Background: an optimization exercise with open tools, aiming at small area, a short achievable clock period and few clock cycles per item. Do not read the settings as production practice. At most, simulation tests tie the RTL to the original design; equivalence was not proved. Only the layout flow was run in runs 1 and 3 to 6; the RTL was not checked for function there.

**run.sh**
```bash
#!/bin/bash
# synth_recipe.tcl (not shown) runs the flow's synth.tcl, then flattens the netlist and writes it again
# the make line also repeats each setting of config.mk as NAME=value (left out here)
make -C /OpenROAD-flow-scripts/flow DESIGN_CONFIG=/design/flow/config.mk WORK_HOME=/design/flow/orfs CLKGATE_MAP_FILE= SYNTH_SCRIPT=/design/flow/synth_recipe.tcl finish
```
**config.mk**
```make
export PLATFORM = sky130hd
export DESIGN_NAME = division
export DESIGN_NICKNAME = division
export VERILOG_FILES = /design/flow/design.v
export SDC_FILE = /design/flow/constraint.sdc
export NUM_CORES = 4
export LEC_CHECK = 0
export CAP_MARGIN = 20
export CORE_MARGIN = 2
export CORE_UTILIZATION = 40
export PLACE_DENSITY = 0.6
export SLEW_MARGIN = 20
```
**constraint.sdc**
```tcl
create_clock -name core_clock -period 10.0 [get_ports {clk}]
set_input_delay 2.0000 -clock core_clock [delete_from_list [all_inputs] [get_ports {clk}]]
set_output_delay 2.0000 -clock core_clock [all_outputs]
set_load 0.01 [all_outputs]
```
**design.v**
```verilog
module division(input clk, input rst, input start, input [31:0] dividendo, divisor,
                output [31:0] cociente, residuo, output done);
reg [15:0] d;         
reg [15:0] p;         
reg [14:0] r;         
reg [2:0]  cnt;       
reg        busy, done_r;
function [4:0] lzc16(input [15:0] v);
  integer i;
  reg found;
  begin
    lzc16 = 5'd16;
    found = 1'b0;
    for (i = 15; i >= 0; i = i - 1)
      if (!found && v[i]) begin
        lzc16 = 5'd15 - i[4:0];
        found = 1'b1;
      end
  end
endfunction
wire [15:0] n_in = dividendo[15:0];
wire [15:0] d_in = divisor[15:0];
wire [4:0] lzn = lzc16(n_in);
wire [4:0] lzd = lzc16(d_in);
wire       dz  = (d_in == 16'd0);
wire [5:0] sraw = 6'd15 + {1'b0, lzn} - {1'b0, lzd};    
wire [3:0] s2  = dz ? 4'd0 : (sraw[5] ? 4'd0 : (sraw[4:1] > 4'd8 ? 4'd8 : sraw[4:1]));
wire [31:0] sh = {16'd0, n_in} << {s2, 1'b0};
wire [3:0] nit = 4'd8 - s2;                               
wire [15:0] h1 = {r, p[15]};
wire [16:0] t1 = {1'b0, h1} - {1'b0, d};
wire        q1 = ~t1[16];
wire [14:0] r1 = q1 ? t1[14:0] : h1[14:0];
wire [15:0] h2 = {r1, p[14]};
wire [16:0] t2 = {1'b0, h2} - {1'b0, d};
wire        q2 = ~t2[16];
wire [14:0] r2 = q2 ? t2[14:0] : h2[14:0];
wire accept = !busy && start;
always @(posedge clk) begin
  done_r <= 1'b0;
  if (rst) begin
    busy <= 1'b0;
  end else if (!busy) begin
    if (start) begin
      if (nit == 4'd0)
        done_r <= 1'b1;
      else
        busy <= 1'b1;
    end
  end else begin
    if (cnt == 3'd0) begin
      busy   <= 1'b0;
      done_r <= 1'b1;
    end
  end
end
always @(posedge clk) begin
  if (!busy) begin
    p   <= sh[15:0];
    r   <= sh[30:16];
    d   <= d_in;
    cnt <= nit[2:0] - 3'd1;
  end else begin
    p   <= {p[13:0], q1, q2};
    r   <= r2;
    cnt <= cnt - 3'd1;
  end
end
assign cociente = {16'd0, p};
assign residuo  = {17'd0, r};
assign done     = done_r;
endmodule
```
==> results of run 1 <==
cell usage in the layout, fill, tap and decap left out, types with 4 or more instances in the layout:
cell type / instances
clkdlybuf4s50_1: 66
nand2_1: 55
a21oi_1: 53
ha_1: 42
nor2_1: 41
dfxtp_1: 36
inv_1: 34
conb_1: 33
o21ai_0: 29
mux2i_1: 21
mux2_2: 16
edfxtp_1: 16
xnor2_1: 15
nor3_1: 14
xor2_1: 13
a211oi_1: 12
nor2b_1: 11
o31ai_1: 10
nor4_1: 9
nand3_1: 8
a31oi_1: 7
nand2b_1: 6
a32oi_1: 6
a21o_1: 6
a22o_1: 6
clkbuf_16: 5
a2bb2oi_1: 4
a31o_2: 4
o211ai_1: 4
a221oi_1: 4
buf_4: 4
per-layer routing:
layer  global-route usage  vias up  wire length [um]
li1                     -     2273                 -
met1                0.284     2194              6270
met2                0.357      178              6810
met4               0.0675        0               274
met3               0.0208       19               807
met5                    0        -                 0
sequential cells by signal, indices dropped and copies added, names as in the netlist:
name,count
p,16
done_r,1
busy,1
r,15
cnt,3
d,16
metrics by stage:
step                      hold slack, ps
after floorplan                      432
after global placement               444
after detailed placement             450
after CTS                            460
after global routing                 487
final                                459
path summary, 6_finish.rpt:
path,end,cells past startpoint
max reg2reg,r[6],20
max,cnt[2],13
min reg2reg,p[13],2
min,p[13],2
logic make-up after synthesis:
logic type,count (synthesis),synth area share
compound gates,182,0.244
xor+xnor,30,0.0550
fa+ha+maj,45,0.116
buf+inv,96,0.104
flops,52,0.238
mux,37,0.0773
other cells,1,0.000742
simple gates,167,0.166
worst min-delay path: cells and delay by family (launching register included):
family	cells	cell delay, ps
compound gates	1	40
flops	1	330
simple gates	1	60
layout make-up:
| class | count | area, um2 | area share |
|---|---|---|---|
| inverters | 37 | 139 | 0.0237 |
| flip-flops and latches | 52 | 1200 | 0.205 |
| repair buffers | 70 | 691 | 0.118 |
| clock inverters | 3 | 18.8 | 0.00321 |
| multi-input cells | 494 | 3460 | 0.591 |
| clock buffers | 5 | 125 | 0.0214 |
| well taps | 172 | 215 | 0.0368 |
==> results.py, run 1 <==
metrics = {
    "yosys": {
        "avgSynthCellArea_um2": 8.28,
        "ys_top_cells_by_count": "nand2_1, a21oi_1, ha_1",
        "yosysTopAreaCell": "dfxtp_1",
        "yosys-top-cells-area": "dfxtp_1, ha_1, edfxtp_1",
        "yosysTopAreaCellShare": 0.143,
        "synth.distinct_cells": 77,
        "syn-instance-count": 610,
        "synth-edff-count": 16,
        "yosys_register_bits": 52,
        "syn_area_mm2": 0.00505,
        "synth-main-ff-cell": "dfxtp_1",
        "ys_warn_count": 1,
        "synth.most_common_cell": "nand2_1",
        "ys_seq_area_frac": 0.238,
        "async_flop_share": 0,
    },
    "critical_path": {
        "arrival_ps": 7440,
        "path_cells": "clkdlybuf4s50_1 > nor4_1 > nand3_1 > o41ai_1 > ha_1 > ha_1 > inv_1 > nor4_4 > inv_1 > ha_1 > mux2i_1 > ha_1 > xor2_1",
        "crit_start": "dividendo[10]",
        "slowest_delay_ps": 970,
        "r2r-start": "p[15]",
        "path_class": "in2reg",
        "cp_common_cell": "ha_1",
        "crit_required_ps": 10180,
        "cp-end-kind": "register",
        "cp_max_fo": 25,
        "r2r_slack_ps": 4410,
        "cp_num_buf_inv": 3,
        "critPathSlowestCell": "nor4_4",
        "startpoint_type": "input pin",
        "path_delay_family": "adder cells",
    },
    "timing": {
        "max_slew.worst_pin.slew_ps": 1020,
        "fin_ws_ps": 2740,
        "report.final.setup_viol": 0,
        "rsz0062_at_grt": "no",
        "report.final.slew_viol_count": 0,
        "period_needed_ps": 7260,
        "setup-tns-final_ps": 0,
        "max_freq_mhz": 138,
        "min_period_over_period": 0.726,
        "finalClockSkew_ps": 6.04,
        "max-slew-margin-rel": 0.313,
        "hold_violations": 0,
    },
    "min_path": {
        "min_from": "p[11]",
        "hold_path.class": "reg2reg",
    },
    "placement": {
        "place_congestion": 0.934,
        "placed_area_mm2": 0.00571,
        "placed_cells": 825,
        "place_hpwl_mm": 11.3,
        "portBuffers": 66,
        "pre_cts_ws_ps": 2450,
    },
    "grt": {
        "grt_pass1_vias": 4295,
        "grt.total_usage": 0.211,
        "antenna_found_initial": 0,
        "grt_start_max_net_pins": 50,
        "grt_pass1_wl_mm": 22.4,
        "grt_overflow_total": 0,
    },
    "route": {
        "wl_per_cell_um": 17.0,
        "drt_first_pass_iters": 5,
        "drt_iter0_drc": 365,
        "drt_wl_total_mm": 14.2,
        "vias_per_cell": 5.60,
        "final_antenna_net_count": 0,
        "drc": 0,
        "vias": 4664,
    },
    "finish": {
        "nNetsFinal": 772,
        "finalInstanceArea_mm2": 0.00585,
        "area_growth_pct": 15.8,
        "drive_gt1_frac": 0.0817,
        "final_util": 0.469,
        "n_antenna_cell": 0,
        "finalNonFillerCells": 833,
        "fill_cells": 1239,
    },
    "clock_network": {
        "clock-root-buffer": "clkbuf_16",
        "cts_tree": "yes",
        "ctsHoldBuffers": 0,
        "clkTransAtPathRegs_ps": 70,
        "insertion_delay_ps": 300,
        "cts_setup_buffers": 0,
        "htree_levels": 2,
        "cts_resized": 0,
        "cts_buffers": 5,
        "cts_buffer_depth": 2,
        "cts.sinks": 52,
    },
    "floorplanning": {
        "die_x_um": 116,
        "fp-row-count": 41,
        "die_h_um": 116,
        "dieArea_mm2": 0.0135,
        "start_util": 0.405,
        "io_pins": 132,
        "coreArea_mm2": 0.0125,
    },
    "flow_run": {
        "drv_cap": 0,
    },
    "run_status": {
        "status": "timing/DRC/antenna clean",
    },
}
==> run 2: changes to the inputs <==
==> design.v (replaced) <==
module division(input clk, input rst, input start, input [31:0] dividendo, divisor,
                output [31:0] cociente, residuo, output done);
reg [15:0] d;         
reg [15:0] p;         
reg [14:0] r;         
reg [2:0]  cnt;       
reg        busy, norm, done_r;
function [4:0] lzc16(input [15:0] v);
  integer i;
  reg found;
  begin
    lzc16 = 5'd16;
    found = 1'b0;
    for (i = 15; i >= 0; i = i - 1)
      if (!found && v[i]) begin
        lzc16 = 5'd15 - i[4:0];
        found = 1'b1;
      end
  end
endfunction
wire [4:0] lzn = lzc16(p);
wire [4:0] lzd = lzc16(d);
wire       dz  = (d == 16'd0);
wire [5:0] sraw = 6'd15 + {1'b0, lzn} - {1'b0, lzd};    
wire [3:0] s2  = dz ? 4'd0 : (sraw[5] ? 4'd0 : (sraw[4:1] > 4'd8 ? 4'd8 : sraw[4:1]));
wire [31:0] sh = {16'd0, p} << {s2, 1'b0};
wire [3:0] nit = 4'd8 - s2;                               
wire [15:0] h1  = {r, p[15]};
wire        q1  = h1 >= d;
wire [15:0] r1  = q1 ? h1 - d : h1;
wire [15:0] h2  = {r1[14:0], p[14]};
wire        q2  = h2 >= d;
wire [15:0] r2  = q2 ? h2 - d : h2;
always @(posedge clk) begin
  done_r <= 1'b0;
  if (rst) begin
    busy <= 1'b0;
    norm <= 1'b0;
  end else if (!busy) begin
    if (start) begin
      busy <= 1'b1;
      norm <= 1'b1;
    end
  end else if (norm) begin
    norm <= 1'b0;
    if (nit == 4'd0) begin
      busy   <= 1'b0;
      done_r <= 1'b1;
    end
    cnt <= nit[2:0] - 3'd1;
  end else begin
    if (cnt == 3'd0) begin
      busy   <= 1'b0;
      done_r <= 1'b1;
    end
    cnt <= cnt - 3'd1;
  end
end
always @(posedge clk) begin
  if (!busy) begin
    p <= dividendo[15:0];
    d <= divisor[15:0];
  end else if (norm) begin
    p <= sh[15:0];
    r <= sh[30:16];
  end else begin
    p <= {p[13:0], q1, q2};
    r <= r2[14:0];
  end
end
assign cociente = {16'd0, p};
assign residuo  = {17'd0, r};
assign done     = done_r;
endmodule
==> results.py, run 2 <==
metrics = {
    "route": {
        "vias": 5121,
        "vias_per_cell": 5.79,
        "wl_met2_mm": 7.39,
        "drt_first_pass_iters": 5,
        "drc": 0,
        "drt_iter0_drc": 505,
        "wl_per_cell_um": 18.3,
        "dr_wl_met3_um": 939,
        "final_antenna_net_count": 0,
        "drt_wl_total_mm": 16.2,
        "met1_length_mm": 7.33,
        "top_layer_used": "met4",
    },
    "yosys": {
        "yosysTopAreaCellShare": 0.188,
        "synth.distinct_cells": 70,
        "avgSynthCellArea_um2": 8.23,
        "synth_compound_area_frac": 0.264,
        "yosys-top-cells-area": "edfxtp_1, ha_1, dfxtp_1",
        "synthXorXnorAreaFrac": 0.0338,
        "ys_top_cells_by_count": "nor2_1, a21oi_1, inv_1",
        "synthAdderAreaFrac": 0.108,
        "syn_area_mm2": 0.00544,
        "synth_mux_area_frac": 0.0686,
        "synth_top_family_by_area": "compound AO/OA/AOI/OAI gates",
        "synth-edff-count": 34,
        "synth-main-ff-cell": "edfxtp_1",
        "yosys_register_bits": 53,
        "yosysTopAreaCell": "edfxtp_1",
        "async_flop_share": 0,
        "synth.most_common_cell": "nor2_1",
        "syn-instance-count": 661,
        "ys_warn_count": 1,
        "ys_seq_area_frac": 0.258,
        "yosys.area_share.simple": 0.162,
    },
    "critical_path": {
        "arrival_ps": 5360,
        "cp_max_fo": 25,
        "crit_required_ps": 10030,
        "cp-end-kind": "register",
        "startpoint_type": "register",
        "path_class": "reg2reg",
    },
    "floorplanning": {
        "die_x_um": 121,
        "coreArea_mm2": 0.0132,
        "fp-row-count": 42,
        "io_pins": 132,
        "dieArea_mm2": 0.0145,
        "die_h_um": 121,
        "start_util": 0.411,
    },
    "finish": {
        "nNetsFinal": 820,
        "final_util": 0.472,
        "reg.largest.list": "d x16, p x16, r x15",
        "n_antenna_cell": 0,
        "finalInstanceArea_mm2": 0.00625,
        "fill_cells": 1301,
        "final_cell_mix": "clkdlybuf4s50_1, nor2_1, a21oi_1, inv_1, nand2_1",
        "area_growth_pct": 14.9,
        "drive_gt1_frac": 0.0621,
        "layout_commonest_cell": "clkdlybuf4s50_1",
    },
    "clock_network": {
        "cts_buffer_depth": 2,
        "cts_resized": 0,
        "insertion_delay_ps": 310,
        "cts_tree": "yes",
        "ctsHoldBuffers": 0,
        "clock-root-buffer": "clkbuf_16",
        "cts_setup_buffers": 0,
        "cts_buffers": 5,
        "cts.sinks": 53,
        "clkTransAtPathRegs_ps": 80,
        "htree_levels": 2,
    },
    "placement": {
        "portBuffers": 66,
        "place_hpwl_mm": 12.4,
        "placed_area_mm2": 0.00609,
        "place_congestion": 0.956,
    },
    "timing": {
        "report.final.slew_viol_count": 0,
        "setup-tns-final_ps": 0,
        "max-slew-margin-rel": 0.400,
        "report.final.setup_viol": 0,
        "min_period_over_period": 0.534,
        "rsz0062_at_grt": "no",
        "finalClockSkew_ps": 4.91,
        "fin_hold_ws_ps": 603,
        "period_needed_ps": 5340,
        "max_slew.worst_pin.slew_ps": 897,
        "max_freq_mhz": 187,
        "hold_violations": 0,
    },
    "grt": {
        "grt_pass1_vias": 4977,
        "grt.total_usage": 0.229,
        "antenna_found_initial": 0,
        "grt_start_max_net_pins": 51,
        "grt_pass1_wl_mm": 26.1,
        "grt_overflow_total": 0,
    },
    "min_path": {
        "hold_path.class": "reg2reg",
    },
    "run_status": {
        "status": "timing/DRC/antenna clean",
    },
    "flow_run": {
        "drv_cap": 0,
    },
}
[run 2: worst paths after layout]
path                              from  cells after the start  slack [ps]      to
worst max-delay path             p[15]                     18        4660    r[5]
worst min-delay path            cnt[0]                      1         600  cnt[0]
worst max register to register   p[15]                     18        4660    r[5]
worst min register to register  cnt[0]                      1         600  cnt[0]
[run 2: critical path, cell delays in order (launching register included)]
cell and delay [ps]:
dfxtp_1 570, inv_1 150, ha_1 240, inv_1 70, fa_1 200, nand3_1 130, a31oi_1 250, o21ai_0 140
a32oi_1 210, buf_4 320, mux2_2 410, ha_1 330, nor2b_1 160, o21ai_0 280, a31oi_1 150, o41ai_1 580
o21ai_4 330, a211oi_1 400, a31oi_1 130
[run 2: through the flow]
stage                     std cells  setup slack, ps
after global placement          877             4610
after global routing            885             4340
final                           885             4660
after CTS                       885             4470
after detailed placement        877             4490
after floorplan                 693             5610
[run 2: logic make-up after synthesis]
| family | count (synthesis) |
|---|---|
| AO/OA/AOI/OAI | 214 |
| XOR/XNOR | 21 |
| adder cells (fa/ha/maj) | 45 |
| buffers and inverters | 112 |
| flip-flops | 53 |
| multiplexers | 35 |
| other | 1 |
| AND/OR/NAND/NOR | 180 |
[run 2: per-layer routing]
metal	global-route usage	vias up
met2	0.365	192
li1	-	2479
met5	0	-
met1	0.305	2421
met4	0.0952	0
met3	0.0406	29
[run 2: area by class of cell]
class                      instances  area, um2  area share
clock buffer                       5        125      0.0200
clock inverter                     3       25.0     0.00401
inverter                          50        188      0.0300
multi-input combinational        528       3600       0.576
sequential                        53       1400       0.225
tap                              176        220      0.0352
timing repair buffer              70        691       0.111
Testbench counts of run 2, summed over its fixed seeds: cycles 18,594, items 4,000.
==> run 3: changes to the inputs <==
==> design.v (replaced) <==
module division(input clk, input rst, input start, input [31:0] dividendo, divisor,
                output [31:0] cociente, residuo, output done);
reg [15:0] rem;       
reg [16:0] dv;        
reg [15:0] quo;       
reg [2:0]  cnt;       
reg        busy, done_r;
function [4:0] lzc16(input [15:0] v);
  integer k;
  reg found;
  begin
    lzc16 = 5'd16;
    found = 1'b0;
    for (k = 15; k >= 0; k = k - 1)
      if (!found && v[k]) begin
        lzc16 = 5'd15 - k[4:0];
        found = 1'b1;
      end
  end
endfunction
wire [15:0] n_in = dividendo[15:0];
wire [15:0] d_in = divisor[15:0];
wire [4:0]  lzn  = lzc16(n_in);
wire [4:0]  lzd  = lzc16(d_in);
wire [5:0]  diff = {1'b0, lzd} - {1'b0, lzn};         
wire        imm  = diff[5];                            
wire [2:0]  jh   = lzd[4] ? 3'd7 : diff[3:1];           
wire [16:0] dv0  = {d_in, 1'b0} << {jh, 1'b0};
wire        ge1 = ~dv[16] && (rem >= dv[15:0]);
wire [15:0] r1  = ge1 ? rem - dv[15:0] : rem;
wire        ge2 = (r1 >= dv[16:1]);
wire [15:0] r2  = ge2 ? r1 - dv[16:1] : r1;
always @(posedge clk) begin
  done_r <= 1'b0;
  if (rst) begin
    busy <= 1'b0;
  end else if (!busy) begin
    if (start) begin
      if (imm)
        done_r <= 1'b1;
      else
        busy <= 1'b1;
    end
  end else if (cnt == 3'd0) begin
    busy   <= 1'b0;
    done_r <= 1'b1;
  end
end
always @(posedge clk) begin
  if (!busy) begin
    rem <= n_in;
    dv  <= dv0;
    quo <= 16'd0;
    cnt <= jh;
  end else begin
    rem <= r2;
    dv  <= {2'b0, dv[16:2]};
    quo <= {quo[13:0], ge1, ge2};
    cnt <= cnt - 3'd1;
  end
end
assign cociente = {16'd0, quo};
assign residuo  = {17'd0, rem[14:0]};
assign done     = done_r;
endmodule
==> flow/run.sh (new file) <==
#!/bin/bash
# Standard layout, with repair_timing aiming at a larger setup margin.
bash standard.sh SETUP_SLACK_MARGIN=7  finish > standard.log 2>&1
==> standard.sh (new file) <==
#!/bin/bash
# synth_recipe.tcl (not shown) runs the flow's synth.tcl, then flattens the netlist and writes it again
# the make line also repeats each setting of config.mk as NAME=value (left out here)
make -C /OpenROAD-flow-scripts/flow DESIGN_CONFIG=/design/flow/config.mk WORK_HOME=/design/flow/orfs CLKGATE_MAP_FILE= SYNTH_SCRIPT=/design/flow/synth_recipe.tcl "${@:-finish}"
--- a/config.mk
+++ b/config.mk
@@ -9,4 +9,5 @@
 export CORE_MARGIN = 2
 export CORE_UTILIZATION = 40
 export PLACE_DENSITY = 0.6
+export SETUP_SLACK_MARGIN = 5
 export SLEW_MARGIN = 20
removed: run.sh
==> results.py, run 3 <==
metrics = {
    "grt": {
        "grt.total_usage": 0.220,
        "met1_usage": 0.270,
        "grt_busiest_layer": "met2",
        "use_met2": 0.392,
        "grt_start_max_net_pins": 65,
        "grt_pass1_vias": 4579,
        "met3_usage": 0.0279,
        "grt_pass1_wl_mm": 22.7,
        "antenna_found_initial": 0,
        "grt_overflow_total": 0,
    },
    "yosys": {
        "synth-edff-count": 0,
        "synth-main-ff-cell": "dfxtp_1",
        "synthXorXnorAreaFrac": 0.0495,
        "yosysTopAreaCellShare": 0.226,
        "synth.distinct_cells": 66,
        "synthAdderAreaFrac": 0.108,
        "ys_top_cells_by_count": "nand2_1, dfxtp_1, buf_4",
        "yosys_register_bits": 54,
        "synth_top_family_by_area": "compound AO/OA/AOI/OAI gates",
        "yosys-top-cells-area": "dfxtp_1, ha_1, buf_4",
        "ys_seq_area_frac": 0.226,
        "synth_compound_area_frac": 0.210,
        "synth.most_common_cell": "nand2_1",
        "syn_area_mm2": 0.00478,
        "syn-instance-count": 594,
        "yosys.area_share.simple": 0.196,
        "ys_warn_count": 1,
        "async_flop_share": 0,
        "yosysTopAreaCell": "dfxtp_1",
        "synth_mux_area_frac": 0.0848,
        "avgSynthCellArea_um2": 8.04,
    },
    "finish": {
        "finalNonFillerCells": 853,
        "n_antenna_cell": 0,
        "area_growth_pct": 36.7,
        "largest_register_ffs": 17,
        "reg.largest.list": "dv x17, quo x16, rem x16",
        "registers.top_by_ff_count": "dv",
        "layout_commonest_cell": "buf_4",
        "fill_cells": 1071,
        "multiInputGateArea_mm2": 0.00377,
        "drive_gt1_frac": 0.294,
        "nNetsFinal": 816,
        "final_cell_mix": "buf_4, nand2_1, dfxtp_1, dlygate4sd2_1",
        "ff_latch_area_mm2": 0.00109,
    },
    "critical_path": {
        "cp_num_buf_inv": 4,
        "slowest_delay_ps": 440,
        "reg2regPathDepth": 22,
        "arrival_ps": 5130,
        "crit_start": "rem[0]",
        "cp-end-kind": "register",
        "crit_required_ps": 10190,
        "cp_max_fo": 11,
        "path_delay_family": "compound AO/OA/AOI/OAI gates",
        "r2r-start": "rem[0]",
        "critPathSlowestCell": "a221o_4",
        "startpoint_type": "register",
        "r2r_slack_ps": 5060,
        "path_class": "reg2reg",
        "cp.depth": 22,
        "path_cells": "inv_2 > ha_4 > inv_2 > fa_2 > a211oi_4 > o211ai_1 > a21oi_2 > nor3_4 > a221oi_4 > buf_6 > buf_4 > nand2_1 > o31ai_1 > ha_1 > and3_1 > a221oi_4 > o21ai_1 > a21oi_2 > o21bai_2 > a221o_4 > mux2_4 > mux2_4",
        "crit_end": "rem[5]",
        "r2r-end": "rem[5]",
    },
    "clock_network": {
        "clkTransAtPathRegs_ps": 70,
        "cts_buffer_depth": 2,
        "ctsHoldBuffers": 0,
        "clock-root-buffer": "clkbuf_16",
        "cts_tree": "yes",
        "cts_buffers": 5,
        "cts.sinks": 54,
        "htree_levels": 2,
        "insertion_delay_ps": 300,
    },
    "placement": {
        "place_hpwl_mm": 10.1,
        "placed_cells": 771,
        "portBuffers": 66,
        "place_congestion": 0.930,
    },
    "timing": {
        "finalClockSkew_ps": 4.24,
        "report.final.setup_viol": 0,
        "fin_hold_ws_ps": 437,
        "setup-tns-final_ps": 0,
        "max-slew-margin-rel": 0.543,
        "rsz0062_at_grt": "yes",
        "max_freq_mhz": 202,
        "min_period_over_period": 0.494,
        "period_needed_ps": 4940,
        "max_slew.worst_pin.slew_ps": 686,
        "hold_violations": 0,
        "report.final.slew_viol_count": 0,
    },
    "route": {
        "final_antenna_net_count": 0,
        "vias_per_cell": 5.42,
        "vias": 4625,
        "drt_wl_total_mm": 14.2,
        "drt_first_pass_iters": 5,
        "drt_iter0_drc": 259,
        "drc": 0,
        "wl_per_cell_um": 16.7,
    },
    "floorplanning": {
        "io_pins": 132,
        "fp-row-count": 39,
        "die_h_um": 113,
        "dieArea_mm2": 0.0128,
        "die_x_um": 113,
        "start_util": 0.415,
        "coreArea_mm2": 0.0115,
    },
    "run_status": {
        "status": "timing/DRC/antenna clean",
    },
    "flow_run": {
        "drv_cap": 0,
    },
    "min_path": {
        "hold_path.class": "reg2reg",
    },
}
[run 3: cell types whose count changed after synthesis, moves of 9 or more]
cell and change:
nand2_1 +11, inv_1 -12, edfxtp_1 -34, o21ai_0 -16, nor2_1 -12, nand3_1 -9, dfxtp_1 +35, buf_4 +14
xnor2_1 +11, o221ai_1 -9, and2_1 +17, a21oi_1 -9
[run 3: worst min-delay path by stage]
stage,from,endpoint,slack [ps],depth (start not counted)
final,cnt[0],cnt[0],440,1
after global routing,cnt[0],cnt[0],470,1
after CTS,cnt[0],cnt[0],440,1
after detailed placement,cnt[0],cnt[0],430,1
after global placement,cnt[0],cnt[0],420,1
after floorplan,cnt[0],cnt[0],410,1
[run 3: worst register-to-register path, delay by kind of cell (launching register included)]
family                   cells  cell delay [ps]
AO/OA/AOI/OAI               10             2240
adder cells (fa/ha/maj)      3              860
buffers and inverters        4              450
flip-flops                   1              330
multiplexers                 2              570
AND/OR/NAND/NOR              3              400
[run 3: cells by family (layout without fill, tap and decap cells)]
group,Yosys count,count (layout)
flip-flops,54,54
AND/OR/NAND/NOR,183,184
AO/OA/AOI/OAI,149,149
buffers and inverters,104,185
other,1,33
multiplexers,36,38
XOR/XNOR,27,27
adder cells (fa/ha/maj),40,40
[run 3: final cells by class]
type / instances / share of cell area
multi-input cells: 471 / 0.578
repair buffers: 140 / 0.182
flip-flops and latches: 54 / 0.167
well taps: 143 / 0.0274
inverters: 37 / 0.0216
clock buffers: 6 / 0.0213
clock inverters: 2 / 0.00268
[run 3: metal layers]
| layer | part of all wire | wire (um) |
|---|---|---|
| met4 | 0.032 | 451 |
| met2 | 0.50 | 7180 |
| met3 | 0.036 | 517 |
| met5 | 0 | 0 |
| met1 | 0.43 | 6090 |
[run 3: what timing repair did]
item,CTS,global route
buffers inserted,58,12
gates resized for setup,192,46
gates cloned,4,0
hold endpoints to repair,0,0
pin swaps,47,29
endpoints found under the setup margin,70,44
[run 3: per-stage QoR]
step	util	area (um2)	worst slack [ps]
detailed placement	0.472	5430	3880
global placement	0.472	5430	3810
CTS	0.546	6290	5050
floorplan	-	5050	5210
global route	0.567	6530	4870
finish	0.567	6530	5060
==> run 4: changes to the inputs <==
==> run.sh (new file) <==
#!/bin/bash
# synth_recipe.tcl (not shown) runs the flow's synth.tcl, then flattens the netlist and writes it again
# the make line also repeats each setting of config.mk as NAME=value (left out here)
make -C /OpenROAD-flow-scripts/flow DESIGN_CONFIG=/design/flow/config.mk WORK_HOME=/design/flow/orfs CLKGATE_MAP_FILE= SYNTH_SCRIPT=/design/flow/synth_recipe.tcl finish
removed: flow/run.sh
removed: standard.sh
==> results.py, run 4 <==
metrics = {
    "clock_network": {
        "htree_levels": 2,
        "cts.sinks": 54,
        "cts_buffer_depth": 2,
        "cts_tree": "yes",
        "cts_buffers": 5,
        "insertion_delay_ps": 300,
        "ctsHoldBuffers": 0,
        "clock-root-buffer": "clkbuf_16",
        "clkTransAtPathRegs_ps": 70,
    },
    "yosys": {
        "syn-instance-count": 594,
        "synth-edff-count": 0,
        "synth.most_common_cell": "nand2_1",
        "yosys-top-cells-area": "dfxtp_1, ha_1, buf_4",
        "yosysTopAreaCell": "dfxtp_1",
        "synth.distinct_cells": 66,
        "avgSynthCellArea_um2": 8.04,
        "async_flop_share": 0,
        "ys_seq_area_frac": 0.226,
        "ys_top_cells_by_count": "nand2_1, dfxtp_1, buf_4",
        "yosysTopAreaCellShare": 0.226,
        "yosys_register_bits": 54,
        "synth-main-ff-cell": "dfxtp_1",
        "syn_area_mm2": 0.00478,
        "ys_warn_count": 1,
    },
    "critical_path": {
        "cp_max_fo": 7,
        "startpoint_type": "register",
        "reg2regPathDepth": 22,
        "path_class": "reg2reg",
        "r2r_slack_ps": 4880,
        "crit_start": "rem[0]",
        "crit_required_ps": 10190,
        "cp_common_cell": "mux2_4",
        "r2r-start": "rem[0]",
        "critPathSlowestCell": "a221o_2",
        "arrival_ps": 5310,
        "path_cells": "inv_2 > ha_4 > inv_2 > fa_2 > a211oi_4 > o211ai_1 > a21oi_2 > nor3_2 > buf_4 > a221oi_4 > buf_6 > buf_6 > mux2_4 > fa_2 > a21o_1 > a221oi_4 > o21ai_2 > a21oi_2 > o21bai_1 > a221o_2 > mux2_4 > mux2_4",
        "cp-end-kind": "register",
        "r2r-end": "rem[5]",
        "slowest_delay_ps": 440,
    },
    "timing": {
        "setup-tns-final_ps": 0,
        "report.final.setup_viol": 0,
        "max_slew.worst_pin.slew_ps": 637,
        "period_needed_ps": 5120,
        "max_freq_mhz": 195,
        "finalClockSkew_ps": 6.27,
        "min_period_over_period": 0.512,
        "rsz0062_at_grt": "yes",
        "hold_violations": 0,
        "report.final.slew_viol_count": 0,
        "max-slew-margin-rel": 0.570,
    },
    "floorplanning": {
        "coreArea_mm2": 0.0115,
        "die_x_um": 113,
        "start_util": 0.415,
        "dieArea_mm2": 0.0128,
        "die_h_um": 113,
        "io_pins": 132,
        "fp-row-count": 39,
    },
    "grt": {
        "grt.total_usage": 0.216,
        "antenna_found_initial": 0,
        "grt_pass1_vias": 4466,
        "grt_start_max_net_pins": 64,
        "grt_pass1_wl_mm": 22.1,
        "grt_overflow_total": 0,
    },
    "route": {
        "drt_iter0_drc": 297,
        "vias": 4553,
        "wl_per_cell_um": 16.8,
        "vias_per_cell": 5.45,
        "drt_wl_total_mm": 14.0,
        "drc": 0,
        "final_antenna_net_count": 0,
        "drt_first_pass_iters": 5,
    },
    "run_status": {
        "status": "timing/DRC/antenna clean",
    },
    "finish": {
        "reg.largest.list": "dv x17, quo x16, rem x16",
        "final_cell_mix": "nand2_1, dfxtp_1, buf_4, clkdlybuf4s50_1, a21oi_1",
        "largest_register_ffs": 17,
        "layout_commonest_cell": "nand2_1",
        "nNetsFinal": 799,
        "registers.top_by_ff_count": "dv",
        "area_growth_pct": 31.9,
        "drive_gt1_frac": 0.216,
        "n_antenna_cell": 0,
    },
    "min_path": {
        "worstHoldEndpoint": "cnt[0]",
        "hold_path_depth": 1,
        "hold_path.class": "reg2reg",
        "min_from": "cnt[0]",
    },
    "flow_run": {
        "drv_cap": 0,
    },
    "placement": {
        "place_congestion": 0.930,
        "place_hpwl_mm": 9.99,
        "portBuffers": 66,
    },
}
[run 4: per-layer routing]
layer  track usage  share of wire
met1         0.266           0.43
met2         0.377           0.50
met3        0.0321          0.045
met4        0.0862          0.026
met5             0              0
[run 4: how the worst max path moves through the flow]
stage                   to  slack [ps]  cells past startpoint
floorplan           rem[5]        5080                     24
global route        rem[5]        4710                     24
CTS                 rem[5]        4930                     23
finish              rem[5]        4880                     22
global placement    dv[13]        3800                     12
detailed placement  dv[13]        3730                     12
[run 4: through the flow]
step / utilization / cells / worst slack [ps] / instance area [um2] / hold slack [ps]
floorplan: - / 626 / 5080 / 4910 / 406
global placement: 0.462 / 771 / 3800 / 5320 / 419
detailed placement: 0.462 / 771 / 3730 / 5320 / 425
CTS: 0.518 / 821 / 4930 / 5970 / 437
global route: 0.547 / 836 / 4710 / 6300 / 463
finish: 0.547 / 836 / 4880 / 6300 / 431
[run 4: cell families (layout without fill, tap and decap cells)]
| kind of cell | count (synthesis) | after routing | synth area share |
|---|---|---|---|
| mux | 36 | 37 | 0.0848 |
| fa+ha+maj | 40 | 40 | 0.108 |
| other cells | 1 | 33 | 0.000785 |
| compound gates | 149 | 149 | 0.210 |
| buf+inv | 104 | 170 | 0.125 |
| simple gates | 183 | 183 | 0.196 |
| flops | 54 | 54 | 0.226 |
| xor+xnor | 27 | 27 | 0.0495 |
[run 4: timing repair]
item / in CTS / in global routing
buffers inserted: 40 / 15
pin swaps: 25 / 32
resized for setup: 59 / 60
endpoints found under the setup margin: 37 / 34
cloned: 2 / 0
[run 4: area by class of cell]
cell class,instances,area (um2)
fill,1083,5220
sequential,54,1080
multi-input combinational,469,3600
timing repair buffer,125,1120
tap,143,179
inverter,37,141
clock buffer,5,125
clock inverter,3,48.8
[run 4: critical path: cells and delay by family, from the launching register on]
family | cells | cell delay [ps]
AO/OA/AOI/OAI | 10 | 2260
adder cells (fa/ha/maj) | 3 | 860
buffers and inverters | 5 | 540
flip-flops | 1 | 330
multiplexers | 3 | 900
AND/OR/NAND/NOR | 1 | 60
==> run 5: changes to the inputs <==
--- a/config.mk
+++ b/config.mk
@@ -9,5 +9,5 @@
 export CORE_MARGIN = 2
 export CORE_UTILIZATION = 40
 export PLACE_DENSITY = 0.6
-export SETUP_SLACK_MARGIN = 5
+export SETUP_SLACK_MARGIN = 3.5
 export SLEW_MARGIN = 20
==> results.py, run 5 <==
metrics = {
    "critical_path": {
        "r2r_slack_ps": 3970,
        "r2r-start": "rem[0]",
        "startpoint_type": "register",
        "reg2regPathDepth": 24,
        "arrival_ps": 6220,
        "r2r-end": "rem[9]",
        "path_class": "reg2reg",
        "cp_max_fo": 26,
        "crit_required_ps": 10190,
        "cp-end-kind": "register",
    },
    "min_path": {
        "min_from": "cnt[0]",
        "worstHoldEndpoint": "cnt[0]",
        "hold_path.class": "reg2reg",
        "hold_path_depth": 1,
    },
    "timing": {
        "report.final.slew_viol_count": 0,
        "hold_violations": 0,
        "report.final.setup_viol": 0,
        "rsz0062_at_grt": "no",
        "max_freq_mhz": 166,
        "max-slew-margin-rel": 0.432,
        "max_slew.worst_pin.slew_ps": 829,
        "setup-tns-final_ps": 0,
        "finalClockSkew_ps": 6.61,
        "min_period_over_period": 0.603,
        "period_needed_ps": 6030,
        "fin_hold_ws_ps": 429,
    },
    "floorplanning": {
        "die_x_um": 113,
        "die_h_um": 113,
        "io_pins": 132,
        "dieArea_mm2": 0.0128,
        "coreArea_mm2": 0.0115,
        "fp-row-count": 39,
        "start_util": 0.415,
    },
    "clock_network": {
        "clock-root-buffer": "clkbuf_16",
        "clkTransAtPathRegs_ps": 70,
        "cts_buffer_depth": 2,
        "cts_buffers": 5,
        "cts_tree": "yes",
        "cts.sinks": 54,
        "ctsHoldBuffers": 0,
        "htree_levels": 2,
        "insertion_delay_ps": 300,
    },
    "yosys": {
        "synth.most_common_cell": "nand2_1",
        "synth-main-ff-cell": "dfxtp_1",
        "yosysTopAreaCellShare": 0.226,
        "synth.distinct_cells": 66,
        "yosys-top-cells-area": "dfxtp_1, ha_1, buf_4",
        "ys_top_cells_by_count": "nand2_1, dfxtp_1, buf_4",
        "yosys_register_bits": 54,
        "ys_warn_count": 1,
        "synth_compound_area_frac": 0.210,
        "synth_top_family_by_area": "compound AO/OA/AOI/OAI gates",
        "yosysTopAreaCell": "dfxtp_1",
        "ys_seq_area_frac": 0.226,
        "avgSynthCellArea_um2": 8.04,
        "yosys.area_share.simple": 0.196,
        "synth_mux_area_frac": 0.0848,
        "synthAdderAreaFrac": 0.108,
        "synth-edff-count": 0,
        "synthXorXnorAreaFrac": 0.0495,
        "async_flop_share": 0,
        "syn-instance-count": 594,
        "syn_area_mm2": 0.00478,
    },
    "grt": {
        "grt_start_max_net_pins": 64,
        "grt.total_usage": 0.193,
        "grt_pass1_wl_mm": 19.9,
        "grt_pass1_vias": 4113,
        "antenna_found_initial": 0,
        "grt_overflow_total": 0,
    },
    "route": {
        "drc": 0,
        "drt_first_pass_iters": 5,
        "drt_iter0_drc": 195,
        "wl_per_cell_um": 16.1,
        "drt_wl_total_mm": 12.6,
        "vias_per_cell": 5.47,
        "final_antenna_net_count": 0,
        "vias": 4264,
    },
    "finish": {
        "reg.largest.list": "dv x17, quo x16, rem x16",
        "largest_register_ffs": 17,
        "layout_commonest_cell": "clkdlybuf4s50_1",
        "registers.top_by_ff_count": "dv",
        "nNetsFinal": 743,
        "final_cell_mix": "clkdlybuf4s50_1, nand2_1, dfxtp_1, a21oi_1, nor2_1",
        "n_antenna_cell": 0,
        "drive_gt1_frac": 0.0581,
        "area_growth_pct": 15.3,
    },
    "flow_run": {
        "drv_cap": 0,
    },
    "placement": {
        "place_congestion": 0.918,
        "place_hpwl_mm": 10.1,
        "portBuffers": 66,
    },
    "run_status": {
        "status": "timing/DRC/antenna clean",
    },
}
-- run 5: cells by family after synthesis --
family	count (synthesis)
AO/OA/AOI/OAI	149
XOR/XNOR	27
adder cells (fa/ha/maj)	40
buffers and inverters	104
flip-flops	54
multiplexers	36
other	1
AND/OR/NAND/NOR	183
-- run 5: worst max-delay path: stages (launching register included) --
cell      delay, ps
dfxtp_1         330
inv_1            60
ha_1            160
inv_1            60
fa_1            430
a211oi_1        430
o211ai_1        250
a21oi_1         170
nor3_1          110
a221oi_2        330
buf_6           260
nor2_1           60
a21oi_1         170
ha_1            200
inv_1            60
fa_1            400
a21o_1          230
a221oi_2        400
o21ai_0         140
a21oi_1         270
o21bai_1        140
a221o_2         540
inv_1           240
nor2_1          120
a211o_1         330
-- run 5: per-layer routing --
layer	vias up	global-route usage	part of all wire
li1	2134	-	-
met1	1989	0.246	0.45
met2	121	0.337	0.48
met3	20	0.0193	0.046
met4	0	0.0715	0.025
met5	-	0	0
-- run 5: through the flow --
stage          cells  setup WS (ps)  utilization  area [um2]
6_report         780           3970        0.478        5510
5_1_grt          780           3650        0.478        5510
4_1_cts          779           3530        0.477        5490
3_5_place_dp     771           3430        0.461        5310
3_3_place_gp     771           3470        0.461        5310
2_1_floorplan    626           4910            -        4900
-- run 5: final cells by class --
class | instances | area [um2]
Tap cell | 143 | 179
Timing Repair Buffer | 70 | 694
Sequential cell | 54 | 1080
Inverter | 37 | 139
Clock inverter | 2 | 38.8
Multi-Input combinational cell | 468 | 3240
Fill cell | 1139 | 6010
Clock buffer | 6 | 139
-- run 5: worst max path at each step --
stage,start,end,cells after the start
after global placement,rem[0],rem[9],24
final,rem[0],rem[9],24
after detailed placement,rem[0],rem[9],24
after floorplan,rem[0],rem[5],24
after global routing,rem[0],rem[9],24
after CTS,rem[0],rem[9],24
-- run 5: what timing repair did --
item,CTS,global route
pin swaps,0,1
setup endpoints to repair,5,6
setup buffers,0,1
gates resized for setup,1,2
==> run 6: changes to the inputs <==
==> flow/run.sh (new file) <==
#!/bin/bash
# Standard layout, with repair_timing aiming at a larger setup margin.
bash standard.sh SETUP_SLACK_MARGIN=6  finish > standard.log 2>&1
==> standard.sh (new file) <==
#!/bin/bash
# synth_recipe.tcl (not shown) runs the flow's synth.tcl, then flattens the netlist and writes it again
# the make line also repeats each setting of config.mk as NAME=value (left out here)
make -C /OpenROAD-flow-scripts/flow DESIGN_CONFIG=/design/flow/config.mk WORK_HOME=/design/flow/orfs CLKGATE_MAP_FILE= SYNTH_SCRIPT=/design/flow/synth_recipe.tcl "${@:-finish}"
--- a/config.mk
+++ b/config.mk
@@ -9,5 +9,5 @@
 export CORE_MARGIN = 2
 export CORE_UTILIZATION = 40
 export PLACE_DENSITY = 0.6
-export SETUP_SLACK_MARGIN = 3.5
+export SETUP_SLACK_MARGIN = 5
 export SLEW_MARGIN = 20
removed: run.sh
==> results.py, run 6 <==
metrics = {
    "floorplanning": {
        "io_pins": 132,
        "dieArea_mm2": 0.0128,
        "coreArea_mm2": 0.0115,
        "die_x_um": 113,
        "fp-row-count": 39,
        "die_h_um": 113,
        "start_util": 0.415,
    },
    "min_path": {
        "worstHoldEndpoint": "cnt[0]",
        "hold_path.class": "reg2reg",
        "min_from": "cnt[0]",
        "hold_path_depth": 1,
    },
    "placement": {
        "placed_area_mm2": 0.00542,
        "portBuffers": 66,
        "place_congestion": 0.864,
        "place_hpwl_mm": 10.1,
    },
    "grt": {
        "grt.total_usage": 0.220,
        "met1_usage": 0.267,
        "grt_pass1_vias": 4559,
        "grt_pass1_wl_mm": 22.5,
        "use_met2": 0.392,
        "grt_overflow_total": 0,
        "grt_busiest_layer": "met2",
        "met3_usage": 0.0241,
        "grt_start_max_net_pins": 65,
        "antenna_found_initial": 0,
    },
    "clock_network": {
        "cts.sinks": 54,
        "cts_buffers": 5,
        "clock-root-buffer": "clkbuf_16",
        "cts_buffer_depth": 2,
        "clkTransAtPathRegs_ps": 70,
        "cts_tree": "yes",
        "htree_levels": 2,
        "ctsHoldBuffers": 0,
        "insertion_delay_ps": 290,
    },
    "timing": {
        "finalClockSkew_ps": 4.53,
        "min_period_over_period": 0.505,
        "rsz0062_at_grt": "yes",
        "max_freq_mhz": 198,
        "max-slew-margin-rel": 0.496,
        "report.final.slew_viol_count": 0,
        "period_needed_ps": 5050,
        "hold_violations": 0,
        "max_slew.worst_pin.slew_ps": 752,
        "report.final.setup_viol": 0,
        "setup-tns-final_ps": 0,
    },
    "critical_path": {
        "critPathSlowestCell": "a221o_4",
        "r2r-start": "rem[0]",
        "arrival_ps": 5230,
        "startpoint_type": "register",
        "cp-end-kind": "register",
        "crit_required_ps": 10180,
        "slowest_delay_ps": 430,
        "cp_max_fo": 7,
        "r2r_slack_ps": 4950,
        "path_class": "reg2reg",
        "reg2regPathDepth": 23,
        "cp_common_cell": "inv_2",
        "path_cells": "inv_2 > ha_4 > inv_2 > fa_2 > a211oi_4 > o211ai_1 > a21oi_1 > nor3_2 > a221oi_2 > buf_6 > nor2_4 > a21oi_2 > ha_2 > inv_2 > fa_2 > a21o_1 > a221oi_4 > o21ai_2 > a21oi_2 > o21bai_2 > a221o_4 > mux2_4 > mux2_4",
        "r2r-end": "rem[5]",
    },
    "finish": {
        "nNetsFinal": 813,
        "fill_cells": 1044,
        "registers.top_by_ff_count": "dv",
        "finalInstanceArea_mm2": 0.00657,
        "drive_gt1_frac": 0.275,
        "largest_register_ffs": 17,
        "n_antenna_cell": 0,
        "reg.largest.list": "dv x17, quo x16, rem x16",
        "layout_commonest_cell": "nand2_1",
        "final_cell_mix": "nand2_1, dfxtp_1, buf_4, nor2_1",
        "area_growth_pct": 37.4,
    },
    "yosys": {
        "ys_seq_area_frac": 0.226,
        "synth.distinct_cells": 66,
        "syn_area_mm2": 0.00478,
        "yosys_register_bits": 54,
        "yosysTopAreaCellShare": 0.226,
        "ys_warn_count": 1,
        "avgSynthCellArea_um2": 8.04,
        "synth-edff-count": 0,
        "yosys-top-cells-area": "dfxtp_1, ha_1, buf_4",
        "async_flop_share": 0,
        "synth-main-ff-cell": "dfxtp_1",
        "yosysTopAreaCell": "dfxtp_1",
        "ys_top_cells_by_count": "nand2_1, dfxtp_1, buf_4",
        "syn-instance-count": 594,
        "synth.most_common_cell": "nand2_1",
    },
    "route": {
        "drt_first_pass_iters": 5,
        "final_antenna_net_count": 0,
        "vias": 4749,
        "drt_wl_total_mm": 14.8,
        "drt_iter0_drc": 316,
        "vias_per_cell": 5.59,
        "drc": 0,
        "wl_per_cell_um": 17.4,
    },
    "run_status": {
        "status": "timing/DRC/antenna clean",
    },
    "flow_run": {
        "drv_cap": 0,
    },
}
-- run 6: cell types whose count changed in the layout (fill, tap and decap cells not counted), moves of 8 or more --
cell             change
buf_4               +47
a21oi_1              -8
buf_2                +8
buf_6               +19
o21ai_1              +9
clkdlybuf4s50_1     -30
dlygate4sd2_1       +13
o21ai_0             -10
mux2i_1              -8
-- run 6: worst max-delay path by stage --
stage,start,end,depth (start not counted)
after floorplan,rem[0],rem[5],24
after global placement,dividendo[14],dv[9],13
after detailed placement,dividendo[14],dv[9],13
after CTS,rem[0],rem[5],23
after global routing,rem[0],rem[5],23
final,rem[0],rem[5],23
-- run 6: logic make-up (layout without fill, tap and decap cells) --
| group | count (synthesis) | after routing | share of synthesized area |
|---|---|---|---|
| AND/OR/NAND/NOR | 183 | 184 | 0.196 |
| AO/OA/AOI/OAI | 149 | 149 | 0.210 |
| buffers and inverters | 104 | 181 | 0.125 |
| flip-flops | 54 | 54 | 0.226 |
| adder cells (fa/ha/maj) | 40 | 40 | 0.108 |
| multiplexers | 36 | 38 | 0.0848 |
| XOR/XNOR | 27 | 27 | 0.0495 |
| other | 1 | 33 | 0.000785 |
-- run 6: repair_timing --
| action | CTS | global route |
|---|---|---|
| setup buffers | 50 | 16 |
| endpoints found under the setup margin | 38 | 38 |
| gates cloned | 5 | 0 |
| pin swaps | 47 | 41 |
| resized for setup | 150 | 49 |
-- run 6: final cells by class --
cell class	count	area, um2	area share
Tap cell	143	179	0.0273
Sequential cell	54	1080	0.165
Timing Repair Buffer	137	1240	0.189
Clock inverter	2	13.8	0.00210
Multi-Input combinational cell	471	3770	0.574
Inverter	37	151	0.0231
Clock buffer	5	125	0.0191
-- run 6: through the flow --
stage               instances  hold WS (ps)  setup slack, ps  utilization
floorplan                 626           406             5210            -
global placement          771           420             4160        0.471
detailed placement        771           428             4170        0.471
CTS                       833           437             5080        0.545
global route              849           472             4820        0.570
finish                    849           434             4950        0.570
-- run 6: critical path: cells and delay by family, from the launching register on --
kind / cells / cell delay [ps]
adders and majority gates: 4 / 1030
muxes: 2 / 570
DFF: 1 / 330
AOI/OAI and AO/OA: 11 / 2500
and+or+nand+nor: 2 / 130
buffers and inverters: 4 / 350
-- run 6: routing by layer --
layer / share of wire / wire, um
met4: 0.033 / 481
met2: 0.51 / 7510
met3: 0.047 / 687
met1: 0.41 / 6080
met5: 0 / 0
==> run 7: changes to the inputs <==
--- a/design.v
+++ b/design.v
@@ -23,9 +23,9 @@
 wire [4:0]  lzn  = lzc16(n_in);
 wire [4:0]  lzd  = lzc16(d_in);
 wire [5:0]  diff = {1'b0, lzd} - {1'b0, lzn};         
-wire        imm  = diff[5];                            
-wire [2:0]  jh   = lzd[4] ? 3'd7 : diff[3:1];           
-wire [16:0] dv0  = {d_in, 1'b0} << {jh, 1'b0};
+wire [4:0]  jr   = {1'b0, diff[3:0]} + 5'd1;
+wire [3:0]  jh   = lzd[4] ? 4'd8 : (diff[5] ? 4'd0 : jr[4:1]);   
+wire [16:0] dv0  = {1'b0, d_in} << {jh, 1'b0};
 wire        ge1 = ~dv[16] && (rem >= dv[15:0]);
 wire [15:0] r1  = ge1 ? rem - dv[15:0] : rem;
 wire        ge2 = (r1 >= dv[16:1]);
@@ -36,7 +36,7 @@
     busy <= 1'b0;
   end else if (!busy) begin
     if (start) begin
-      if (imm)
+      if (jh == 4'd0)
         done_r <= 1'b1;
       else
         busy <= 1'b1;
@@ -51,7 +51,7 @@
     rem <= n_in;
     dv  <= dv0;
     quo <= 16'd0;
-    cnt <= jh;
+    cnt <= jh[2:0] - 3'd1;
   end else begin
     rem <= r2;
     dv  <= {2'b0, dv[16:2]};
@@ -59,7 +59,7 @@
     cnt <= cnt - 3'd1;
   end
 end
-assign cociente = {16'd0, quo};
-assign residuo  = {17'd0, rem[14:0]};
+assign cociente = {16'd0, quo[14:0], ge1};
+assign residuo  = {17'd0, r1[14:0]};
 assign done     = done_r;
 endmodule
==> results.py, run 7 <==
metrics = {
    "yosys": {
        "synth-edff-count": 0,
        "async_flop_share": 0,
        "synth.distinct_cells": 76,
        "yosys_register_bits": 53,
        "synth-main-ff-cell": "dfxtp_1",
        "ys_seq_area_frac": 0.214,
        "ys_top_cells_by_count": "nor2_1, dfxtp_1, nand2_1",
        "yosysTopAreaCell": "dfxtp_1",
        "yosys-top-cells-area": "dfxtp_1, ha_1, buf_4",
        "yosysTopAreaCellShare": 0.214,
        "synth.most_common_cell": "nor2_1",
        "ys_warn_count": 1,
        "syn_area_mm2": 0.00497,
        "avgSynthCellArea_um2": 7.93,
        "syn-instance-count": 626,
    },
    "clock_network": {
        "clock-root-buffer": "clkbuf_16",
        "cts_buffer_depth": 2,
        "clkTransAtPathRegs_ps": 70,
        "cts_buffers": 5,
        "ctsHoldBuffers": 0,
        "insertion_delay_ps": 300,
        "cts_tree": "yes",
        "cts.sinks": 53,
        "htree_levels": 2,
    },
    "floorplanning": {
        "start_util": 0.412,
        "die_x_um": 115,
        "coreArea_mm2": 0.0121,
        "fp-row-count": 40,
        "io_pins": 132,
        "dieArea_mm2": 0.0133,
        "die_h_um": 115,
    },
    "critical_path": {
        "cp-end-kind": "register",
        "path_delay_family": "adder cells",
        "startpoint_type": "input pin",
        "arrival_ps": 5390,
        "crit_required_ps": 10190,
        "path_cells": "buf_8 > or4_4 > nand2b_4 > o32a_1 > ha_2 > inv_2 > fa_2 > ha_4 > nand2_4 > a211oi_4 > buf_6 > mux2i_2 > mux2i_1 > a221o_1",
        "path_class": "in2reg",
        "critPathSlowestCell": "or4_4",
        "cp_max_fo": 8,
        "cp_num_buf_inv": 3,
        "slowest_delay_ps": 520,
    },
    "finish": {
        "finalInstanceArea_mm2": 0.00773,
        "final_cell_mix": "buf_4, dfxtp_1, buf_6, nor2_1, nand2_1",
        "largest_register_ffs": 17,
        "nNetsFinal": 910,
        "n_antenna_cell": 0,
        "layout_commonest_cell": "buf_4",
        "drive_gt1_frac": 0.397,
        "registers.top_by_ff_count": "dv",
        "area_growth_pct": 55.7,
        "finalNonFillerCells": 969,
        "reg.largest.list": "dv x17, rem x16, quo x15",
    },
    "timing": {
        "max-slew-margin-rel": 0.592,
        "period_needed_ps": 5200,
        "fin_ws_ps": 4800,
        "max_freq_mhz": 192,
        "setup-tns-final_ps": 0,
        "max_slew.worst_pin.slew_ps": 612,
        "finalClockSkew_ps": 4.27,
        "hold_violations": 0,
        "report.final.slew_viol_count": 0,
        "report.final.setup_viol": 0,
        "min_period_over_period": 0.520,
        "rsz0062_at_grt": "yes",
    },
    "route": {
        "drt_wl_total_mm": 18.0,
        "final_antenna_net_count": 0,
        "drt_first_pass_iters": 5,
        "vias": 5542,
        "drc": 0,
        "vias_per_cell": 5.72,
        "wl_per_cell_um": 18.6,
        "drt_iter0_drc": 401,
    },
    "grt": {
        "grt_pass1_vias": 5361,
        "grt_overflow_total": 0,
        "grt_start_max_net_pins": 56,
        "grt.total_usage": 0.255,
        "antenna_found_initial": 0,
        "grt_pass1_wl_mm": 27.0,
    },
    "min_path": {
        "hold_path.class": "reg2reg",
    },
    "run_status": {
        "status": "timing/DRC/antenna clean",
    },
    "placement": {
        "place_congestion": 0.920,
        "pre_cts_ws_ps": 3630,
        "placed_area_mm2": 0.00588,
        "portBuffers": 66,
        "place_hpwl_mm": 12.0,
        "placed_cells": 845,
    },
    "flow_run": {
        "drv_cap": 0,
    },
}
run 7: changes by cell type in the layout (fill, tap and decap cells not counted), moves of 8 or more:
cell / before / now
ha_4: 1 / 10
buf_4: 50 / 78
buf_6: 20 / 47
ha_1: 33 / 22
nand2_1: 53 / 38
a21oi_1: 36 / 23
inv_1: 32 / 23
a31oi_1: 1 / 9
nor2_2: 1 / 9
clkdlybuf4s50_1: 36 / 21
inv_2: 3 / 12
run 7: layer usage:
metal / part of all wire / global-route usage / vias to the layer above
met3: 0.050 / 0.0235 / 56
met5: 0 / 0 / -
li1: - / - / 2598
met1: 0.41 / 0.317 / 2664
met2: 0.50 / 0.455 / 224
met4: 0.040 / 0.104 / 0
run 7: layout make-up:
cell class	count	area (um2)
Fill cell	1000	4330
Timing Repair Buffer	180	1650
Multi-Input combinational cell	518	4470
Clock buffer	5	125
Tap cell	168	210
Sequential cell	53	1070
Clock inverter	3	25.0
Timing Repair inverter	1	11.3
Inverter	41	179
run 7: per-stage QoR:
stage           util  hold slack, ps
5_1_grt        0.641             484
6_report       0.641             462
4_1_cts        0.603             464
3_5_place_dp   0.488             447
3_3_place_gp   0.488             441
2_1_floorplan      -             420
run 7: final timing paths:
kind,cells after the start,slack (ps),startpoint,to
max,14,4800,divisor[13],dv[13]
min,1,460,quo[12],quo[14]
max reg2reg,23,5440,rem[0],rem[11]
min reg2reg,1,460,quo[12],quo[14]
run 7: cells by family (layout without fill, tap and decap cells):
group	Yosys count	in the layout	share of synthesized area
AO/OA/AOI/OAI	178	178	0.256
XOR/XNOR	27	27	0.0564
adder cells (fa/ha/maj)	43	43	0.113
other	1	33	0.000755
AND/OR/NAND/NOR	206	208	0.202
buffers and inverters	89	230	0.0960
multiplexers	29	29	0.0627
flip-flops	53	53	0.214
run 7: timing repair:
action,4_1_cts,5_1_grt
cloned,2,1
pin swaps,70,33
setup endpoints to repair,55,55
resized for setup,275,68
buffers inserted,86,27
Testbench counts of run 7, summed over its fixed seeds: cycles 12,906, items 4,000.
==> run 8: changes to the inputs <==
==> flow/run.sh (replaced) <==
#!/bin/bash
# Standard layout with smaller port buffers and a tighter repair target.
bash standard.sh SETUP_SLACK_MARGIN=5 "BUFFER_PORTS_ARGS=-buffer_cell sky130_fd_sc_hd__buf_1"  finish > standard.log 2>&1
==> results.py, run 8 <==
metrics = {
    "min_path": {
        "min_from": "quo[6]",
        "hold_path.class": "reg2reg",
    },
    "yosys": {
        "yosys-top-cells-area": "dfxtp_1, ha_1, buf_4",
        "ys_seq_area_frac": 0.214,
        "synth.most_common_cell": "nor2_1",
        "syn-instance-count": 626,
        "yosys_register_bits": 53,
        "ys_top_cells_by_count": "nor2_1, dfxtp_1, nand2_1",
        "synth-edff-count": 0,
        "yosysTopAreaCell": "dfxtp_1",
        "synth.distinct_cells": 76,
        "yosysTopAreaCellShare": 0.214,
        "async_flop_share": 0,
        "avgSynthCellArea_um2": 7.93,
        "ys_warn_count": 1,
        "syn_area_mm2": 0.00497,
        "synth-main-ff-cell": "dfxtp_1",
    },
    "timing": {
        "hold_violations": 0,
        "period_needed_ps": 5220,
        "max-slew-margin-rel": 0.595,
        "report.final.setup_viol": 0,
        "max_slew.worst_pin.slew_ps": 605,
        "report.final.slew_viol_count": 0,
        "finalClockSkew_ps": 8.82,
        "rsz0062_at_grt": "yes",
        "setup-tns-final_ps": 0,
        "max_freq_mhz": 191,
        "fin_hold_ws_ps": 462,
        "min_period_over_period": 0.522,
    },
    "clock_network": {
        "clock-root-buffer": "clkbuf_16",
        "cts_tree": "yes",
        "cts.sinks": 53,
        "clkTransAtPathRegs_ps": 70,
        "cts_buffers": 5,
        "htree_levels": 2,
        "ctsHoldBuffers": 0,
        "cts_buffer_depth": 2,
        "insertion_delay_ps": 300,
    },
    "critical_path": {
        "cp-end-kind": "register",
        "crit_end": "dv[8]",
        "r2r-end": "rem[12]",
        "slowest_delay_ps": 520,
        "cp_max_fo": 5,
        "r2r-start": "rem[0]",
        "cp.depth": 16,
        "path_cells": "buf_6 > or4_4 > nand2b_4 > o32a_1 > ha_2 > inv_2 > fa_1 > ha_4 > xor3_2 > inv_4 > a211oi_4 > buf_4 > buf_6 > nand3b_1 > or4_4 > o221ai_2",
        "cp_num_buf_inv": 5,
        "critPathSlowestCell": "or4_4",
        "crit_start": "divisor[15]",
        "crit_required_ps": 10220,
        "reg2regPathDepth": 19,
        "r2r_slack_ps": 5390,
        "arrival_ps": 5440,
        "startpoint_type": "input pin",
        "path_delay_family": "simple AND/OR/NAND/NOR gates",
        "path_class": "in2reg",
    },
    "placement": {
        "place_congestion": 0.881,
        "portBuffers": 66,
        "place_hpwl_mm": 11.3,
    },
    "grt": {
        "grt_busiest_layer": "met2",
        "grt_start_max_net_pins": 56,
        "grt_pass1_vias": 4641,
        "antenna_found_initial": 0,
        "grt.total_usage": 0.221,
        "use_met2": 0.386,
        "grt_overflow_total": 0,
        "met1_usage": 0.286,
        "grt_pass1_wl_mm": 23.5,
        "met3_usage": 0.0183,
    },
    "floorplanning": {
        "dieArea_mm2": 0.0133,
        "coreArea_mm2": 0.0121,
        "die_h_um": 115,
        "die_x_um": 115,
        "fp-row-count": 40,
        "start_util": 0.412,
        "io_pins": 132,
    },
    "finish": {
        "nNetsFinal": 837,
        "layout_commonest_cell": "buf_1",
        "n_antenna_cell": 0,
        "final_cell_mix": "buf_1, nor2_1, dfxtp_1, nand2_1, buf_4",
        "final_util": 0.519,
        "registers.top_by_ff_count": "dv",
        "largest_register_ffs": 17,
        "fill_cells": 1164,
        "area_growth_pct": 26.0,
        "drive_gt1_frac": 0.212,
        "reg.largest.list": "dv x17, rem x16, quo x15",
    },
    "route": {
        "drt_iter0_drc": 323,
        "final_antenna_net_count": 0,
        "drt_first_pass_iters": 5,
        "vias": 5067,
        "drc": 0,
        "vias_per_cell": 5.66,
        "wl_per_cell_um": 16.9,
        "drt_wl_total_mm": 15.1,
    },
    "run_status": {
        "status": "timing/DRC/antenna clean",
    },
    "flow_run": {
        "drv_cap": 0,
    },
}
## run 8: changes by cell type in the layout (fill, tap and decap cells not counted), moves of 8 or more
cell and change:
a21oi_4 -9, buf_1 +57, buf_2 -9, buf_4 -41, buf_6 -41, clkdlybuf4s50_1 -21
dlygate4sd2_1 -13, ha_1 +13, inv_1 +10, mux2_2 +8, mux2_4 -8, nor2_1 +10
## run 8: metrics by stage
stage / std cells / area (um2) / worst slack [ps]
detailed placement: 845 / 5310 / 4010
finish: 896 / 6260 / 4780
CTS: 880 / 5930 / 4800
global route: 896 / 6260 / 4680
global placement: 845 / 5310 / 4050
floorplan: 658 / 5160 / 4720
## run 8: how the worst min path moves through the flow
stage	to	slack [ps]	cells after the start
5_1_grt	quo[8]	470	1
2_1_floorplan	dv[0]	420	2
6_report	quo[8]	460	1
3_3_place_gp	quo[10]	430	1
4_1_cts	quo[8]	470	1
3_5_place_dp	quo[5]	450	1
## run 8: final cells by class
type,instances,area [um2],share of cell area
clock inverters,2,38.8,0.00620
repair buffers,110,682,0.109
multi-input cells,516,3970,0.634
flip-flops and latches,53,1060,0.170
clock buffers,6,129,0.0206
inverters,41,166,0.0266
well taps,168,210,0.0336
## run 8: cells by family (layout without fill, tap and decap cells)
logic type,Yosys count,in the layout,synth area share
flip-flops,53,53,0.214
XOR/XNOR,27,27,0.0564
AND/OR/NAND/NOR,206,206,0.202
buffers and inverters,89,159,0.0960
multiplexers,29,29,0.0627
adder cells (fa/ha/maj),43,43,0.113
AO/OA/AOI/OAI,178,178,0.256
other,1,33,0.000755
## run 8: routing by layer
metal | routed length, um | vias up | part of all wire
li1 | - | 2448 | -
met1 | 6490 | 2378 | 0.43
met2 | 7400 | 204 | 0.49
met3 | 725 | 37 | 0.048
met4 | 489 | 0 | 0.032
met5 | 0 | - | 0
## run 8: repair_timing
| item | in CTS | in global routing |
|---|---|---|
| setup endpoints to repair | 54 | 43 |
| pin swaps | 12 | 21 |
| buffers inserted | 27 | 16 |
| gates resized for setup | 48 | 59 |

re-timing with driven ports:
The results above use ideal ports. As a check the final layouts listed here were re-extracted and re-timed, cells and wires unchanged.
Step 1, drivers: a clkbuf_16 drives clk and a buf_2 each remaining input, both assumed.
Step 2 also shifts input and output timing later by t, the mid clock arrival at the registers, as if the neighbouring blocks saw the same clock.
Three values: ideal ports, drivers, drivers and shift; two values: the first two.
run | t, ns | slack for setup (ns) | pins driven straight from the clock port
run 1 | 0.331 | 2.739 / 2.755 / 2.424 | 1
run 2 | 0.350 | 4.664 / 4.664 / 4.664 | 1
run 3 | 0.331 | 5.061 / 5.061 / 4.939 | 1
run 4 | 0.331 | 4.875 / 4.875 / 4.752 | 1
run 5 | 0.330 | 3.971 / 3.971 / 3.695 | 1
run 6 | 0.329 | 4.951 / 4.951 / 4.898 | 1
run 7 | 0.333 | 4.800 / 4.800 / 4.467 | 1
run 8 | 0.329 | 4.776 / 4.779 / 4.450 | 1
After both steps every run listed still meets setup and hold. The setup slack of run 7, which loses most, moves by 0.000 ns with the drivers and by -0.333 ns with both steps.
